From an optimization exercise on the open Yosys and OpenROAD flow, aimed at small area and a short achievable clock period; shortcuts taken in it are not production practice.
At most, simulation tests tie the RTL to the original design; equivalence was not proved.

Design Correlation_32, start of the top module:
module Correlation_32(
    input [31:0] Num_1,
    input [31:0] Num_2,
    input [31:0] Num_3,
    input [31:0] Num_4,
    input [31:0] Num_5,
    input [31:0] Num_6,
    input [31:0] Num_7,
    input [31:0] Num_8,
    input [31:0] Num_9,
    input [31:0] Num_10,
    input [31:0] Num_11,
    input [31:0] Num_12,
    input [31:0] Num_13,
    input [31:0] Num_14,
    input [31:0] Num_15,
    input [31:0] Num_16,
    input [31:0] Target_Num,
    input Clock,
    input Reset,
    output reg [3:0] Out_4
    );
  wire [31:0] num [0:15];
  assign num[0] = Num_1;   assign num[1] = Num_2;   assign num[2] = Num_3;   assign num[3] = Num_4;
  assign num[4] = Num_5;   assign num[5] = Num_6;   assign num[6] = Num_7;   assign num[7] = Num_8;
  assign num[8] = Num_9;   assign num[9] = Num_10;  assign num[10] = Num_11; assign num[11] = Num_12;
  assign num[12] = Num_13; assign num[13] = Num_14; assign num[14] = Num_15; assign num[15] = Num_16;
  wire [5:0] d0 [0:15];
  wire [31:0] x0 = num[0] ^ Target_Num;
  wire p0_s0, p0_c0;
  wire p0_s1, p0_c1;
  wire p0_s2, p0_c2;
  wire p0_s3, p0_c3;
  wire p0_s4, p0_c4;
  wire p0_s5, p0_c5;
  wire p0_s6, p0_c6;
  wire p0_s7, p0_c7;
  wire p0_s8, p0_c8;
  wire p0_s9, p0_c9;
  wire p0_s10, p0_c10;
  wire p0_s11, p0_c11;
  wire p0_s12, p0_c12;
  wire p0_s13, p0_c13;
  wire p0_s14, p0_c14;
  wire p0_s15, p0_c15;
  wire p0_s16, p0_c16;
  wire p0_s17, p0_c17;
  wire p0_s18, p0_c18;
  wire p0_s19, p0_c19;
  wire p0_s20, p0_c20;
  wire p0_s21, p0_c21;
  wire p0_s22, p0_c22;
  wire p0_s23, p0_c23;
  wire p0_s24, p0_c24;
  wire p0_s25, p0_c25;
  wire p0_s26, p0_c26;
  wire p0_s27, p0_c27;
  wire p0_s28, p0_c28;
  wire p0_s29, p0_c29;
  wire p0_s30, p0_c30;
  corr32_fa u_p0_0 (.a(x0[0]), .b(x0[10]), .c(x0[11]), .s(p0_s0), .co(p0_c0));
  corr32_fa u_p0_1 (.a(x0[12]), .b(x0[13]), .c(x0[14]), .s(p0_s1), .co(p0_c1));
  corr32_fa u_p0_2 (.a(x0[15]), .b(x0[16]), .c(x0[17]), .s(p0_s2), .co(p0_c2));
  corr32_fa u_p0_3 (.a(x0[18]), .b(x0[19]), .c(x0[1]), .s(p0_s3), .co(p0_c3));
  corr32_fa u_p0_4 (.a(x0[20]), .b(x0[21]), .c(x0[22]), .s(p0_s4), .co(p0_c4));
  corr32_fa u_p0_5 (.a(x0[23]), .b(x0[24]), .c(x0[25]), .s(p0_s5), .co(p0_c5));
  ...
export LEC_CHECK = 0
export ABC_AREA = 1
export CAP_MARGIN = 20
export CORE_MARGIN = 2
export CORE_UTILIZATION = 60
export SLEW_MARGIN = 20
export SYNTH_HIERARCHICAL = 1
export SYNTH_MINIMUM_KEEP_SIZE = 0
create_clock -name core_clock -period 50.0 [get_ports {Clock}]
standard.sh (not shown) runs the stock make flow with config.mk's settings and CLKGATE_MAP_FILE= SYNTH_SCRIPT=/design/flow/synth_recipe.tcl, a recipe that flattens the netlist after the stock synthesis.
==> flow/flow/run.sh <==
#!/bin/bash
# Standard ORFS layout (the standard.sh), with the port buffers made from the
# smallest buffer cell, and timing repair aiming for 33 ns of setup slack.
set -euo pipefail
export BUFFER_PORTS_ARGS="-buffer_cell sky130_fd_sc_hd__buf_1"
export SETUP_SLACK_MARGIN=33
bash standard.sh > standard.log 2>&1
Edit:
==> flow/flow/run.sh (replaced) <==
#!/bin/bash
# Standard ORFS layout (the standard.sh), with the port buffers made from the
# smallest buffer cell, and timing repair aiming for 32.5 ns of setup slack.
set -euo pipefail
export BUFFER_PORTS_ARGS="-buffer_cell sky130_fd_sc_hd__buf_1"
export SETUP_SLACK_MARGIN=32.5
bash standard.sh > standard.log 2>&1
Settings changed: ABC_AREA 1 to unset, CORE_UTILIZATION 60 to 70.
Effect: The new run finished with timing, DRC and antenna clean. Final cell count is lower by 23%. Area after synthesis came out lower by 5.6%. Via count goes down by 10%. Hold slack improves by 45 ps. Utilization grows by 12 points.
No run of this note included a check of the RTL's function; only the layout flow was run.

* * *

Another version of the RTL of Correlation_32 (not shown whole).
For scale: about 1,500 cells after synthesis, ~4 flip-flops, about 550 I/O pins, roughly 0.018 mm^2 of cells after synthesis.
clock: 50.0 ns
lec_check: 0
cap_margin: 20
core_margin: 2
core_utilization: 60
cts_buf_list: sky130_fd_sc_hd__clkbuf_2
slew_margin: 20
synth_hierarchical: 1
synth_minimum_keep_size: 0
==> flow/flow/run.sh <==
#!/bin/bash
# Standard ORFS layout (the standard.sh), with the port buffers made from the
# smallest buffer cell, and timing repair aiming for 32.7 ns of setup slack.
set -euo pipefail
export BUFFER_PORTS_ARGS="-buffer_cell sky130_fd_sc_hd__buf_1"
export SETUP_SLACK_MARGIN=32.7
bash standard.sh > standard.log 2>&1
The baseline completed without violations.
Change:
--- a/flow/flow/run.sh
+++ b/flow/flow/run.sh
@@ -3 +3 @@
-# smallest buffer cell, and timing repair aiming for 32.7 ns of setup slack.
+# smallest buffer cell, and timing repair aiming for 32.5 ns of setup slack.
@@ -6 +6 @@
-export SETUP_SLACK_MARGIN=32.7
+export SETUP_SLACK_MARGIN=32.5
Settings changed: CTS_BUF_LIST sky130_fd_sc_hd__clkbuf_2 to not set.
Via count is lower by 1.3%.
Utilization fell by 1.3 points.
Synthesized area stays the same.

* * *

run P:
Starting RTL as in the previous note.
==> flow/config.mk <==
export PLATFORM = sky130hd
export DESIGN_NAME = Correlation_32
export DESIGN_NICKNAME = Correlation_32
export VERILOG_FILES = /design/flow/design.v
export SDC_FILE = /design/flow/constraint.sdc
export NUM_CORES = 4
export LEC_CHECK = 0
export CAP_MARGIN = 20
export CORE_MARGIN = 2
export CORE_UTILIZATION = 80
export SLEW_MARGIN = 20
export SYNTH_HIERARCHICAL = 1
export SYNTH_MINIMUM_KEEP_SIZE = 0
==> flow/constraint.sdc <==
create_clock -name core_clock -period 50.0 [get_ports {Clock}]
set_input_delay 10.0000 -clock core_clock [delete_from_list [all_inputs] [get_ports {Clock}]]
set_output_delay 10.0000 -clock core_clock [all_outputs]
set_load 0.01 [all_outputs]
==> flow/flow/run.sh <==
#!/bin/bash
# Standard ORFS layout (the standard.sh), with the port buffers made from the
# smallest buffer cell, and timing repair aiming for 32.5 ns of setup slack.
set -euo pipefail
export BUFFER_PORTS_ARGS="-buffer_cell sky130_fd_sc_hd__buf_1"
export SETUP_SLACK_MARGIN=32.5
bash standard.sh > standard.log 2>&1
Stage in which a tool error killed run P: 3_2_place_iop.
--- input diff run P..run X ---
- CTS_BUF_LIST newly set to sky130_fd_sc_hd__clkbuf_2
- CORE_UTILIZATION changed from 80 to 65
==> comparison <==
Run X reached the final stage; the timing, DRC and antenna checks on its layout passed. Run P -> run X: post-synthesis xor/xnor area fraction delta 0, exact match. Count of flip-flops with a built-in enable after synthesis: run P vs run X identical. Re synthesized area: no difference whatsoever between run X and run P. What run P reported for vertical die dimension has to be multiplied by 1.11 to get the figure for run X. Diff run P -> run X: synthesized cell count ~0 delta; compound-gate portion of the synthesized area was more or less identical. Diff run X..run P | count of different cell masters after synthesis | unchanged. Die extent in x, run P and run X: smaller value in run P. Measured against run P, the count of standard-cell rows of run X comes out at 1.11 times the reference value.

[port drivers added, routing unchanged]
Ports are ideal in the flow. The routed layouts listed here were re-timed in OpenROAD.
Step 1 (the two cells are an assumption about what drives the block):
set clk [get_ports {Clock}]
set_driving_cell -lib_cell sky130_fd_sc_hd__clkbuf_16 $clk
set_driving_cell -lib_cell sky130_fd_sc_hd__buf_2 [delete_from_list [all_inputs] $clk]
Step 2 moves the port delays by t, midway between the first and last clock arrival at a register: inputs arrive t later, outputs are due t later. That takes back most of the time a late clock gives input paths.
Three values: no drivers, after step 1, after step 2; two values: the first two.
| run | t (ns) | setup WS [ns] | hold WS [ns] | worst register clock-pin slew, ns |
|---|---|---|---|---|
| the first run of note 1 | 0.251 | 33.243 / 33.245 / 32.994 | 9.629 / 9.627 / 9.878 | 0.03 / 0.03 |
| the second run of note 1 | 0.263 | 32.386 / 32.374 / 32.111 | 9.674 / 9.669 / 9.932 | 0.03 / 0.03 |
| the first run of note 2 | 0.240 | 32.782 / 32.756 / 32.515 | 9.692 / 9.680 / 9.920 | 0.05 / 0.05 |
| the second run of note 2 | 0.264 | 32.661 / 32.658 / 32.394 | 9.675 / 9.656 / 9.919 | 0.03 / 0.03 |
| run X | 0.232 | 32.665 / 32.663 / 32.431 | 9.663 / 9.661 / 9.893 | 0.05 / 0.05 |
After both steps every run listed still meets setup and hold. For the second run of note 1, which loses most, drivers alone change the setup slack by -0.012 ns; drivers and shift together by -0.275 ns.
